Context: an optimization exercise on an open-source flow, tuned for small area and a short achievable clock period. The choices shown serve that exercise and are no tape-out recipe. Only simulation tests tie the RTL to the original design; equivalence was not proved. Power is estimated from default activity; no workload was simulated.

[design.v]
module cpu1 (
    input wire clk,
    input wire reset,
    output wire [7:0] mem_addr,
    output wire mem_we,
    output wire [31:0] mem_wdata,
    input wire [31:0] mem_rdata
);
    localparam [4:0] C_RST   = 5'd0,  C_ADDI  = 5'd1,  C_ADDIU = 5'd2,  C_BR    = 5'd3,
                     C_SLLM  = 5'd4,  C_LOAD  = 5'd5,  C_LUI   = 5'd6,  C_SBH   = 5'd7,
                     C_SLTI  = 5'd8,  C_SW    = 5'd9,  C_J     = 5'd10, C_JAL   = 5'd11,
                     C_ADD   = 5'd12, C_AND   = 5'd13, C_DIV   = 5'd14, C_MULT  = 5'd15,
                     C_JR    = 5'd16, C_MFHI  = 5'd17, C_MFLO  = 5'd18, C_SHIFT = 5'd19,
                     C_SLT   = 5'd20, C_SUB   = 5'd21, C_BREAK = 5'd22, C_RTE   = 5'd23,
                     C_ADDM  = 5'd24, C_UNDEF = 5'd25, C_OVF   = 5'd26;
    reg        fetch;       
    reg [5:0]  cnt;
    reg [4:0]  cls;
    reg [1:0]  ph;
    reg        rst_r;       
    reg        clr;         
    reg [31:0] IR, A, B, PC, EPC, HI, LO;
    reg        q1;
    reg [31:8] MDR;         
    reg [7:0]  addr_r;
    reg        we_r;
    wire [5:0]  op    = IR[31:26];
    wire [4:0]  rs    = IR[25:21];
    wire [4:0]  rt    = IR[20:16];
    wire [4:0]  rd    = IR[15:11];
    wire [4:0]  shamt = IR[10:6];
    wire [5:0]  funct = IR[5:0];
    wire [31:0] seimm = {{16{IR[15]}}, IR[15:0]};
    assign mem_addr  = addr_r;
    assign mem_we    = we_r;
    assign mem_wdata = B;
    reg [4:0] dec;
    always @(*) begin
        case (op)
            6'h00: case (funct)
                6'h20: dec = C_ADD;
                6'h24: dec = C_AND;
                6'h1A: dec = C_DIV;
                6'h18: dec = C_MULT;
                6'h08: dec = C_JR;
                6'h10: dec = C_MFHI;
                6'h12: dec = C_MFLO;
                6'h00, 6'h04, 6'h03, 6'h07, 6'h02: dec = C_SHIFT;
                6'h2A: dec = C_SLT;
                6'h22: dec = C_SUB;
                6'h0D: dec = C_BREAK;
                6'h13: dec = C_RTE;
                6'h05: dec = C_ADDM;
                default: dec = C_UNDEF;
            endcase
            6'h01: dec = C_SLLM;
            6'h02: dec = C_J;
            6'h03: dec = C_JAL;
            6'h04, 6'h05, 6'h06, 6'h07: dec = C_BR;
            6'h08: dec = C_ADDI;
            6'h09: dec = C_ADDIU;
            6'h0A: dec = C_SLTI;
            6'h0F: dec = C_LUI;
            6'h20, 6'h21, 6'h23: dec = C_LOAD;
            6'h28, 6'h29: dec = C_SBH;
            6'h2B: dec = C_SW;
            6'h2D: dec = C_RST;
            default: dec = C_UNDEF;
        endcase
    end
    function has_wb(input [4:0] k);
        case (k)
            C_ADDI, C_ADDIU, C_SLLM, C_LOAD, C_LUI, C_SLTI, C_JAL,
            C_ADD, C_AND, C_SHIFT, C_SLT, C_SUB, C_ADDM: has_wb = 1'b1;
            default: has_wb = 1'b0;
        endcase
    endfunction
    localparam NC = 30;
    localparam X_PC = 0, X_HI = 1, Y_B = 2, Y_IMM = 3, Y_IMM4 = 4, Y_4 = 5, INV = 6,
               MSTEP = 7, MINIT = 8, A_LD = 9, A_RD = 10, B_LD = 11, B_RD = 12, B_PC = 13,
               B_UP = 14, IR_LD = 15, MDR_LD = 16, PC_SUM = 17, PC_JT = 18, PC_A = 19,
               PC_EPC = 20, PC_RD = 21, EPC_SUM = 22, EPC_PC = 23, AD_SUM = 24, AD_A = 25,
               AD_B = 26, AD_VEC = 27, AD_HOLD = 28, OVF_CHK = 29;
    function [NC-1:0] ctrl_of(input f, input [5:0] c, input [4:0] k);
        reg [NC-1:0] v;
        begin
            v = {NC{1'b0}};
            case (k)
                C_ADDI, C_ADDIU, C_SLLM, C_LOAD, C_SBH, C_SW: v[Y_IMM] = 1'b1;
                C_SLTI: begin v[Y_IMM] = 1'b1; v[INV] = 1'b1; end
                C_ADD, C_ADDM: v[Y_B] = 1'b1;
                C_SUB, C_SLT: begin v[Y_B] = 1'b1; v[INV] = 1'b1; end
                default: ;
            endcase
            if (f) begin
                if (c == 6'd5) begin
                    v[X_PC] = 1'b1; v[Y_4] = 1'b1; v[Y_IMM] = 1'b0; v[Y_B] = 1'b0; v[INV] = 1'b0;
                    v[PC_SUM] = 1'b1;
                end
                if (c == 6'd0 && k == C_BREAK) begin
                    v[X_PC] = 1'b1; v[Y_4] = 1'b1; v[INV] = 1'b1; v[PC_SUM] = 1'b1;
                end
                if (c == 6'd0) begin
                    v[PC_JT]  = (k == C_J) || (k == C_JAL);
                    v[PC_A]   = (k == C_JR);
                    v[PC_EPC] = (k == C_RTE);
                end
                v[IR_LD] = (c == 6'd3);
                v[A_LD]  = (c[5:2] == 4'd1);
                v[B_LD]  = (c >= 6'd8);
            end else begin
                v[B_LD] = (c == 6'd0) && (k != C_OVF);
                case (k)
                    C_ADDI: v[OVF_CHK] = (c == 6'd0);
                    C_ADD, C_SUB: v[OVF_CHK] = (c == 6'd1);
                    C_BR: begin
                        v[Y_B] = ~c[2]; v[INV] = ~c[2];
                        v[X_PC] = c[2]; v[Y_IMM4] = c[2]; v[PC_SUM] = c[2];
                    end
                    C_UNDEF: begin
                        v[X_PC] = 1'b1; v[Y_IMM4] = 1'b1;
                        v[EPC_SUM] = (c == 6'd1);
                        v[PC_RD] = (c == 6'd6);
                        v[AD_VEC] = (c >= 6'd2);
                    end
                    C_OVF: begin
                        v[EPC_PC] = (c == 6'd2);
                        v[PC_RD] = (c == 6'd7);
                        v[AD_VEC] = (c >= 6'd2);
                    end
                    C_MULT: begin
                        v[X_HI] = 1'b1;
                        v[MINIT] = (c == 6'd1);
                        v[MSTEP] = (c >= 6'd2) && (c <= 6'd33);
                    end
                    C_J: v[PC_JT] = (c == 6'd1);
                    C_JAL: begin
                        v[PC_JT] = (c == 6'd1) || (c == 6'd2);
                        v[B_PC] = (c == 6'd1);
                    end
                    C_SLLM: begin
                        v[AD_SUM] = (c == 6'd1);
                        v[AD_HOLD] = (c == 6'd2) || (c == 6'd3);
                        v[AD_B] = (c == 6'd4);
                        v[MDR_LD] = (c == 6'd4);
                    end
                    C_LOAD: begin
                        v[AD_SUM] = (c == 6'd3);
                        v[AD_HOLD] = (c >= 6'd4);
                        v[B_RD] = (c == 6'd6);
                        v[MDR_LD] = (c == 6'd6);
                    end
                    C_SBH: begin
                        v[AD_SUM] = (c == 6'd3);
                        v[AD_HOLD] = (c == 6'd4) || (c == 6'd5);
                        v[B_UP] = (c == 6'd7);
                    end
                    C_SW: begin
                        v[AD_SUM] = (c == 6'd3) || (c == 6'd7);
                        v[AD_HOLD] = (c == 6'd4) || (c == 6'd5) || (c == 6'd8) || (c == 6'd9);
                        v[B_UP] = (c == 6'd7);
                    end
                    C_ADDM: begin
                        v[AD_A] = (c == 6'd1);
                        v[AD_HOLD] = ((c >= 6'd2) && (c <= 6'd4)) || ((c >= 6'd6) && (c <= 6'd8));
                        v[AD_B] = (c == 6'd5);
                        v[A_RD] = (c == 6'd4);
                        v[B_RD] = (c == 6'd8);
                        v[MDR_LD] = (c == 6'd8);
                        v[OVF_CHK] = (c == 6'd9);
                    end
                    default: ;
                endcase
            end
            ctrl_of = v;
        end
    endfunction
    reg [NC-1:0] ct;        
    reg mb_q, mi_q;         
    wire inv = ct[INV] | mi_q;
    wire [31:0] xv = ct[X_PC] ? PC : (ct[X_HI] ? HI : A);
    wire [31:0] yv0 = ({32{ct[Y_B] | mb_q}} & B)
                    | ({32{ct[Y_IMM]}} & seimm)
                    | ({32{ct[Y_IMM4]}} & {seimm[29:0], 2'b00})
                    | {29'd0, ct[Y_4], 2'b00};
    wire [31:0] yv = inv ? ~yv0 : yv0;
    wire [31:0] sum = xv + yv + {31'd0, inv};
    wire ovf = (xv[31] == yv[31]) && (sum[31] != xv[31]);
    wire lt  = sum[31] ^ ovf;            
    wire eq  = (A == B);
    wire maior = ~lt & ~eq;
    wire taken = op[1] ? (op[0] ? maior : ~maior) : (op[0] ? ~eq : eq);
    wire ex_br2 = ~fetch & (cls == C_BR) & (cnt == 6'd2);
    reg nf, p_f;
    reg [5:0] nc, p_c;
    reg [4:0] nk, p_k;
    reg done;
    always @(*) begin
        done = 1'b0;
        p_k = cls;
        p_c = cnt + 6'd1;
        p_f = fetch;
        if (fetch) begin
            if (cnt == 6'd10) begin
                p_f = 1'b0;
                p_c = 6'd0;
                p_k = dec;
            end
        end else begin
            case (cls)
                C_RST, C_JR, C_BREAK, C_RTE: done = 1'b1;
                C_LUI, C_SLTI, C_J, C_SLT, C_ADD, C_SUB: done = (cnt == 6'd1);
                C_ADDI, C_ADDIU, C_JAL, C_SHIFT: done = (cnt == 6'd2);
                C_AND: done = (cnt == 6'd3);
                C_BR: done = (cnt == 6'd4);
                C_SLLM: done = (cnt == 6'd7);
                C_LOAD: done = (cnt == 6'd8);
                C_SBH, C_SW: done = (cnt == 6'd9);
                C_MULT: done = (cnt == 6'd35);
                C_ADDM: done = (cnt == 6'd10);
                C_UNDEF: done = (cnt == 6'd6);
                C_OVF: done = (cnt == 6'd7);
                C_DIV, C_MFHI, C_MFLO: p_c = 6'd1;
                default: ;
            endcase
            if (done) begin
                p_f = 1'b1;
                p_c = 6'd0;
            end
        end
        nf = p_f; nc = p_c; nk = p_k;
        if (ovf_q) begin
            nf = 1'b0; nc = {5'd0, fetch}; nk = C_OVF;
        end
        if (ex_br2 && !taken_q) begin
            nf = 1'b1; nc = 6'd0;
        end
    end
    wire [NC-1:0] ct_n = ctrl_of(p_f, p_c, p_k);
    always @(posedge clk) begin
        if (reset) begin
            fetch <= 1'b0;
            cnt <= 6'd0;
            cls <= C_RST;
            ct <= {NC{1'b0}};
        end else begin
            fetch <= nf;
            cnt <= nc;
            cls <= nk;
            ct <= ct_n;
        end
    end
    wire nb0 = ct[MINIT] ? A[0] : LO[1];
    wire nb1 = ct[MINIT] ? 1'b0 : LO[0];
    always @(posedge clk) begin
        mb_q <= ct_n[MSTEP] & (nb0 ^ nb1);
        mi_q <= ct_n[MSTEP] & nb0 & ~nb1;
    end
    always @(posedge clk) rst_r <= reset;
    reg ovf_q, taken_q;
    always @(posedge clk) begin
        if (reset) ovf_q <= 1'b0;
        else ovf_q <= ct[OVF_CHK] & ovf;
        taken_q <= taken;
    end
    always @(posedge clk) begin
        if (reset) ph <= 2'd0;
        else ph <= ph + 2'd1;
    end
    wire [1:0]  ph1 = ph + 2'd1;
    wire [31:0] sh_src = funct[2] ? A : B;
    wire [4:0]  sh_amt = funct[2] ? B[4:0] : shamt;
    wire        sh_right = funct[1];
    wire        sh_fill = funct[0] & sh_src[31];
    wire        sh_nz = (sh_amt[2:0] != 3'd0);
    wire [3:0]  sh_m0 = sh_right ? {2'b00, ph1} + {2'b00, sh_amt[4:3]}
                                 : {2'b00, ph1} - {2'b00, sh_amt[4:3]} - {3'b000, sh_nz};
    wire [3:0]  sh_m1 = sh_m0 + 4'd1;
    wire [2:0]  sh_s = sh_right ? sh_amt[2:0] : (3'd0 - sh_amt[2:0]);
    function [7:0] sh_chunk(input [3:0] x, input [31:0] src, input fill);
        begin
            if (x[3]) sh_chunk = 8'd0;
            else if (x[2]) sh_chunk = {8{fill}};
            else case (x[1:0])
                2'd0: sh_chunk = src[7:0];
                2'd1: sh_chunk = src[15:8];
                2'd2: sh_chunk = src[23:16];
                default: sh_chunk = src[31:24];
            endcase
        end
    endfunction
    wire [15:0] sh_win = {sh_chunk(sh_m1, sh_src, sh_fill), sh_chunk(sh_m0, sh_src, sh_fill)};
    wire [15:0] sh_w1 = sh_s[2] ? {4'd0, sh_win[15:4]} : sh_win;
    wire [15:0] sh_w2 = sh_s[1] ? {2'd0, sh_w1[15:2]} : sh_w1;
    wire [7:0]  sh_out = sh_s[0] ? sh_w2[8:1] : sh_w2[7:0];
    reg [31:0] wdata;
    always @(*) begin
        case (cls)
            C_SLLM: wdata = A;
            C_LOAD: wdata = op[1] ? B : (op[0] ? {16'd0, B[15:0]} : {24'd0, B[7:0]});
            C_LUI: wdata = {IR[15:0], 16'd0};
            C_SLTI, C_SLT: wdata = {31'd0, lt};
            C_JAL: wdata = B;
            C_AND: wdata = A & B;
            C_MFHI: wdata = HI;
            C_MFLO: wdata = LO;
            default: wdata = sum;
        endcase
    end
    reg [7:0] wchunk_n;
    always @(*) begin
        if (cls == C_SHIFT) wchunk_n = sh_out;
        else case (ph1)
            2'd0: wchunk_n = wdata[7:0];
            2'd1: wchunk_n = wdata[15:8];
            2'd2: wchunk_n = wdata[23:16];
            default: wchunk_n = wdata[31:24];
        endcase
    end
    wire wen_n = ((p_f & (p_c[5:2] == 4'd0) & has_wb(p_k)) |
                  (~p_f & (p_k == C_MFHI || p_k == C_MFLO) & (p_c == 6'd1)))
                 & ~ovf_q;
    reg       wen_q;
    reg [7:0] wchunk_q;
    always @(posedge clk) begin
        if (reset) wen_q <= 1'b0;
        else wen_q <= wen_n;
        wchunk_q <= wchunk_n;
    end
    reg [4:0] wsel;
    always @(*) begin
        case (cls)
            C_ADDI, C_ADDIU, C_SLLM, C_LOAD, C_LUI, C_SLTI: wsel = rt;
            C_JAL: wsel = 5'd31;
            C_ADDM: wsel = rs;
            default: wsel = rd;
        endcase
    end
    wire [7:0] wchunk = clr ? 8'd0 : wchunk_q;
    wire wen = wen_q & ~ovf_q;       
    wire [7:0] head [0:31];
    genvar r;
    generate
        for (r = 0; r < 32; r = r + 1) begin : RF
            reg [31:0] ring;
            always @(posedge clk)
                ring <= {(clr || (wen && wsel == r)) ? wchunk : ring[7:0], ring[31:8]};
            assign head[r] = ring[7:0];
        end
    endgenerate
    wire [4:0] rsel = ct[A_LD] ? rs : rt;
    wire [7:0] rchunk = head[rsel];
    always @(posedge clk) begin
        if (reset) clr <= 1'b1;
        else if (fetch && cnt == 6'd3) clr <= 1'b0;
    end
    always @(posedge clk) begin
        if (ct[A_RD])
            A <= mem_rdata;
        else if (ct[A_LD]) begin
            case (ph)
                2'd0: A[7:0]   <= rchunk;
                2'd1: A[15:8]  <= rchunk;
                2'd2: A[23:16] <= rchunk;
                default: A[31:24] <= rchunk;
            endcase
        end
    end
    always @(posedge clk) begin
        if (ct[B_RD])
            B <= mem_rdata;
        else if (ct[B_LD]) begin
            case (ph)
                2'd0: B[7:0]   <= rchunk;
                2'd1: B[15:8]  <= rchunk;
                2'd2: B[23:16] <= rchunk;
                default: B[31:24] <= rchunk;
            endcase
        end else if (ct[B_PC])
            B <= PC;
        else if (ct[B_UP])
            B[31:8] <= (cls == C_SW) ? MDR : 24'd0;
    end
    always @(posedge clk) begin
        if (ct[IR_LD]) IR <= mem_rdata;
    end
    always @(posedge clk) begin
        if (rst_r) MDR <= 24'd0;
        else if (ct[MDR_LD]) MDR <= mem_rdata[31:8];
    end
    wire [31:0] jt = {3'b000, PC[31:28], IR[22:0], 2'b00};
    reg [31:0] pc_next;
    always @(*) begin
        if (ct[PC_RD]) pc_next = {24'd0, mem_rdata[7:0]};
        else if (rst_r) pc_next = 32'd0;
        else if (ct[PC_SUM]) pc_next = sum;
        else if (ct[PC_JT]) pc_next = jt;
        else if (ct[PC_A]) pc_next = A;
        else if (ct[PC_EPC]) pc_next = EPC;
        else pc_next = PC;
    end
    always @(posedge clk) PC <= pc_next;
    reg [7:0] pc_next_addr;
    always @(*) begin
        if (rst_r) pc_next_addr = 8'd0;
        else if (ct[PC_SUM]) pc_next_addr = sum[7:0];
        else if (ct[PC_JT]) pc_next_addr = jt[7:0];
        else if (ct[PC_A]) pc_next_addr = A[7:0];
        else if (ct[PC_EPC]) pc_next_addr = EPC[7:0];
        else pc_next_addr = PC[7:0];
    end
    always @(posedge clk) begin
        if (rst_r) EPC <= 32'd0;
        else if (ct[EPC_SUM]) EPC <= sum;
        else if (ct[EPC_PC]) EPC <= PC;
    end
    always @(posedge clk) begin
        if (rst_r) begin
            HI <= 32'd0;
            LO <= 32'd0;
            q1 <= 1'b0;
        end else if (ct[MINIT]) begin
            HI <= 32'd0;
            LO <= A;
            q1 <= 1'b0;
        end else if (ct[MSTEP]) begin
            HI <= {1'b0, sum[31:1]};
            LO <= {sum[0], LO[31:1]};
            q1 <= LO[0];
        end
    end
    reg [7:0] addr_n;
    always @(*) begin
        if (ct[AD_SUM]) addr_n = sum[7:0];
        else if (ct[AD_A]) addr_n = A[7:0];
        else if (ct[AD_B]) addr_n = B[7:0];
        else if (ct[AD_VEC]) addr_n = (cls == C_OVF) ? 8'd254 : 8'd253;
        else if (ct[AD_HOLD]) addr_n = addr_r;
        else addr_n = pc_next_addr;
    end
    wire we_n = ~fetch & (cls == C_SBH || cls == C_SW) & (cnt == 6'd7);
    always @(posedge clk or posedge reset) begin
        if (reset) begin
            addr_r <= 8'd0;
            we_r <= 1'b0;
        end else begin
            addr_r <= addr_n;
            we_r <= we_n;
        end
    end
endmodule
[constraint.sdc]
create_clock -name core_clock -period 20.0 [get_ports {clk}]
set_input_delay 4.0000 -clock core_clock [delete_from_list [all_inputs] [get_ports {clk}]]
set_output_delay 4.0000 -clock core_clock [all_outputs]
set_load 0.01 [all_outputs]
[flow/run.sh]
#!/bin/bash
# The standard layout (the standard.sh, the standard synthesis unchanged),
# with two changes to how the layout is made: timing repair aims at 15 ns of
# setup slack (a 5 ns cycle; the constraint stays the design's own), and the
# port buffers are buf_2 cells. The whole make output goes to standard.log;
# ORFS keeps each step's own log under orfs/logs.
set -euo pipefail
bash standard.sh SETUP_SLACK_MARGIN=15 "BUFFER_PORTS_ARGS=-buffer_cell sky130_fd_sc_hd__buf_2" finish > standard.log 2>&1
[standard.sh]
#!/bin/bash
# synth_recipe.tcl (not shown) runs the flow's synth.tcl, then flattens the netlist and writes it again
# the make line also repeats each setting of config.mk as NAME=value (left out here)
make -C /OpenROAD-flow-scripts/flow DESIGN_CONFIG=/design/flow/config.mk WORK_HOME=/design/flow/orfs CLKGATE_MAP_FILE= SYNTH_SCRIPT=/design/flow/synth_recipe.tcl "${@:-finish}"
[config.mk]
export PLATFORM = sky130hd
export DESIGN_NAME = cpu1
export DESIGN_NICKNAME = cpu1
export VERILOG_FILES = /design/flow/design.v
export SDC_FILE = /design/flow/constraint.sdc
export NUM_CORES = 8
export LEC_CHECK = 0
export CAP_MARGIN = 20
export CORE_MARGIN = 2
export CORE_UTILIZATION = 55
export PLACE_DENSITY = 0.7
export SLEW_MARGIN = 20
==> notes.md <==
==> power breakdown <==
group          leakage, nW  switching [mW]  internal, mW
Clock                 2.33            1.11          1.57
Combinational         8.35           0.111        0.0575
Sequential            11.0          0.0384          2.71
==> synth_stat cells, types with 22 or more instances <==
| master | instances | area (µm²) |
|---|---|---|
| mux4_2 | 22 | 495 |
| mux2_2 | 26 | 293 |
| a21oi_1 | 253 | 1270 |
| dfxtp_1 | 1231 | 24600 |
| buf_1 | 35 | 131 |
| mux2i_1 | 425 | 4250 |
| xor2_1 | 42 | 368 |
| buf_2 | 39 | 195 |
| xnor2_1 | 30 | 263 |
| a211oi_1 | 72 | 541 |
| nand4_1 | 25 | 156 |
| nor3_1 | 59 | 295 |
| nand3_1 | 108 | 541 |
| a221o_1 | 22 | 220 |
| nand2b_1 | 24 | 150 |
| nand2_1 | 360 | 1350 |
| a32oi_1 | 29 | 254 |
| o21ai_0 | 188 | 941 |
| a222oi_1 | 47 | 470 |
| edfxtp_1 | 104 | 3120 |
| a221oi_1 | 55 | 482 |
| a31oi_1 | 23 | 144 |
| nor2b_1 | 36 | 225 |
| inv_1 | 64 | 240 |
| ha_1 | 85 | 1060 |
| a22o_1 | 46 | 403 |
| nor2_1 | 539 | 2020 |
| a22oi_1 | 59 | 443 |
| clkbuf_1 | 224 | 841 |
| a21o_1 | 33 | 248 |
==> how the worst min path moves through the flow <==
| stage | endpoint | slack, ns | cells after the start |
|---|---|---|---|
| after floorplan | RF[0].ring[0] | 0.31 | 0 |
| after global placement | RF[3].ring[18] | 0.31 | 0 |
| after detailed placement | RF[22].ring[6] | 0.31 | 0 |
| after CTS | RF[31].ring[20] | 0.31 | 0 |
| after global routing | RF[31].ring[20] | 0.31 | 0 |
| final | RF[31].ring[20] | 0.31 | 0 |
==> routing by layer <==
layer | vias up | GRT usage | wire length (µm)
met4 | 12 | 0.240 | 13200
met1 | 18900 | 0.497 | 70800
met5 | - | 0 | 70
met3 | 637 | 0.109 | 21100
met2 | 2501 | 0.575 | 78400
li1 | 17100 | - | -
==> placed cells by master (no fill, tap or decap), types with 77 or more instances in the layout <==
| cell type | count |
|---|---|
| dfxtp_1 | 1211 |
| nor2_1 | 536 |
| mux2i_1 | 421 |
| nand2_1 | 357 |
| a21oi_1 | 250 |
| o21ai_0 | 185 |
| buf_4 | 167 |
| clkbuf_16 | 139 |
| nand3_1 | 107 |
| edfxtp_1 | 104 |
| ha_1 | 77 |
==> layout make-up <==
cell class / instances / area (µm²) / share of cell area
clock inverter: 59 / 888 / 0.0157
tap: 1165 / 1460 / 0.0257
multi-input combinational: 2984 / 20300 / 0.357
clock buffer: 186 / 3900 / 0.0688
inverter: 67 / 259 / 0.00457
sequential: 1344 / 28000 / 0.494
timing repair buffer: 254 / 1920 / 0.0339
antenna: 5 / 12.5 / 0.000221
==> timing repair <==
item / CTS / global route
endpoints found under the setup margin: 60 / 55
gates resized for setup: 33 / 37
buffers inserted: 55 / 33
pin swaps: 1 / 25
gates cloned: 1 / 3
hold buffers: 0 / 0
==> sequential cells by signal, summed over array words and instances (netlist names), 31 cells and up, named ones only <==
name and flops:
IR 32, PC 32, RF.ring 1024, EPC 32, HI 31, A 32, LO 32, B 32
==> stage by stage <==
stage	hold WS [ns]	util
after floorplan	0.310	-
after global placement	0.310	0.574
after detailed placement	0.312	0.574
after CTS	0.305	0.635
after global routing	0.310	0.640
final	0.307	0.640
==> cells by family (layout without fill, tap and decap cells) <==
kind of cell / after synthesis / count (layout) / share of synthesized area
other cells: 0 / 5 / 0
xor+xnor: 72 / 72 / 0.0128
compound gates: 1025 / 1025 / 0.144
simple gates: 1320 / 1322 / 0.121
fa+ha+maj: 90 / 90 / 0.0233
flops: 1344 / 1344 / 0.566
mux: 474 / 475 / 0.102
buf+inv: 372 / 566 / 0.0298
==> impl_results.md <==
- Clock-pin slew on the worst setup and hold paths: 0.06 ns
- Mapped Nets: 4820
- Routed Antenna Nets: 0
- WS Path Type: reg -> out
- # nets final: 4908
- Maximum VDD drop: 98.5 µV
- # DRC: 0
- R2R cell count: 14
- P_leak: 21.7 nW
- IO Port Bufs: 74
- Fillers: 7017
- Clock sink total: 1344
- Clock Path Buffers: 3
- Global-route wire length before repair: 261000 µm
- Area grow syn2layout: 14.8%
- Fin. Hold Viols: 0
- Slew margin rel.: 0.148
- Fin crit period: 5.52 ns
- Largest net degree at the start of global routing: 191
- Ys Warns: 1
- Origin of the critical flop-to-flop path: ct[1]
- Data arrival time of the worst path: 1.52 ns
- HP Start: RF[31].ring[28]
- Max Slew Vio Count: 0
- Setup TNS: 0 ns
- Vias in the first global route: 36700
- Worst Slack Setup Final: 14.48 ns
- Site Rows: 109
- Crit path buf inv count: 1
- Die X-Extent: 304 µm
- WP data required: 16.00 ns
- Total track usage: 0.386
- Reg2reg end: PC[28]
- Number of buffers created by CTS: 134
- Final clock period utilization by the worst path: 0.276
- Final Skew: 0.0426 ns
- CTS tree: built
- Critical Path Stages: 1
- Gpl congestion: 1.07
- Ports: 75
- Synth cell types: 110
- First DRT Iteration DRCs: 4880
- Number of flops mapped to enable cells by yosys: 104
- Antenna violations before repair: 11
- Status: finished clean
- Main flop type after synthesis: dfxtp_1
- Via density: 6.44
- Design area: 56700 µm²
- Dpl ws: 14.01 ns
- Sequential fraction of the synthesis area: 0.566
- Element type at the critical path start: flip-flop
- Fraction of layout cells with a size suffix above 1: 0.138
- Tot Pwr: 5.60 mW
- F_max: 0.181 GHz
- Max-cap violations: 0
- CP endpoint kind: output pin
- Drt pass-1 iters: 8
- Placed cell count: 5722
- Dpl hpwl: 121000 µm
- Crit-path slowest cell: edfxtp_1
- Die height: 304 µm
- Crit path from: B[19]
- CTS H-tree depth: 4
- Core footprint: 88600 µm²
- Wirelength per Cell: 30.3 µm
- Asr flop ratio synth: 0.00670
- Synth Instances: 4697
- Routed via count: 39100
- Critical path capture point: mem_wdata[19]
- Worst Path Max Fanout: 2
- GRT overflow: 0
- Fin cells: 6064
- CP top delay family: flip-flops
- Syn_area_per_cell: 10.5 µm²
- Clk root buf: clkbuf_16
- Final WL: 184000 µm
- Post-Syn Area: 49400 µm²
- Type of the most critical hold path: reg -> reg
- Worst skew pair latency: 0.75 ns
- Slew @ Worst Pin: 1.28 ns
- Die footprint: 92300 µm²
- Area after DPL: 50900 µm²
- Critical Path, Cell by Cell: buf_2
- Initial Util: 0.557
- Final setup vio count: 0
- RSZ-0062 raised after global routing: yes
- CP max stage delay: 0.56 ns
- Internal reg-to-reg setup slack: 15.09 ns
- Pwr Density: 98.6 nW/µm²
- Flops & latches, synth: 1344

[port drivers added, routing unchanged]
Ports are ideal in the flow. The routed layout listed here was re-timed in OpenROAD. Step 1 sets driving cells, clkbuf_16 on the clock port and buf_2 on the other inputs (assumed; they add their load-dependent delay and slew). Step 2 times the ports against the registers' clock, not the clock port: input delays grow and output delays shrink by t, the midpoint of the rising clock arrivals with the driver on. Slacks: no drivers / after step 1 / after step 2; pairs: no drivers / after step 1.
shift t [ns]: 0.801
setup WS [ns]: 14.477 / 14.404 / 14.321
worst setup path after step 2: input to register
worst data-port slew with drivers (ns): 0.15
After both steps setup and hold are still met in this run. The setup slack of this run moves by -0.073 ns with the drivers and by -0.156 ns with both steps.
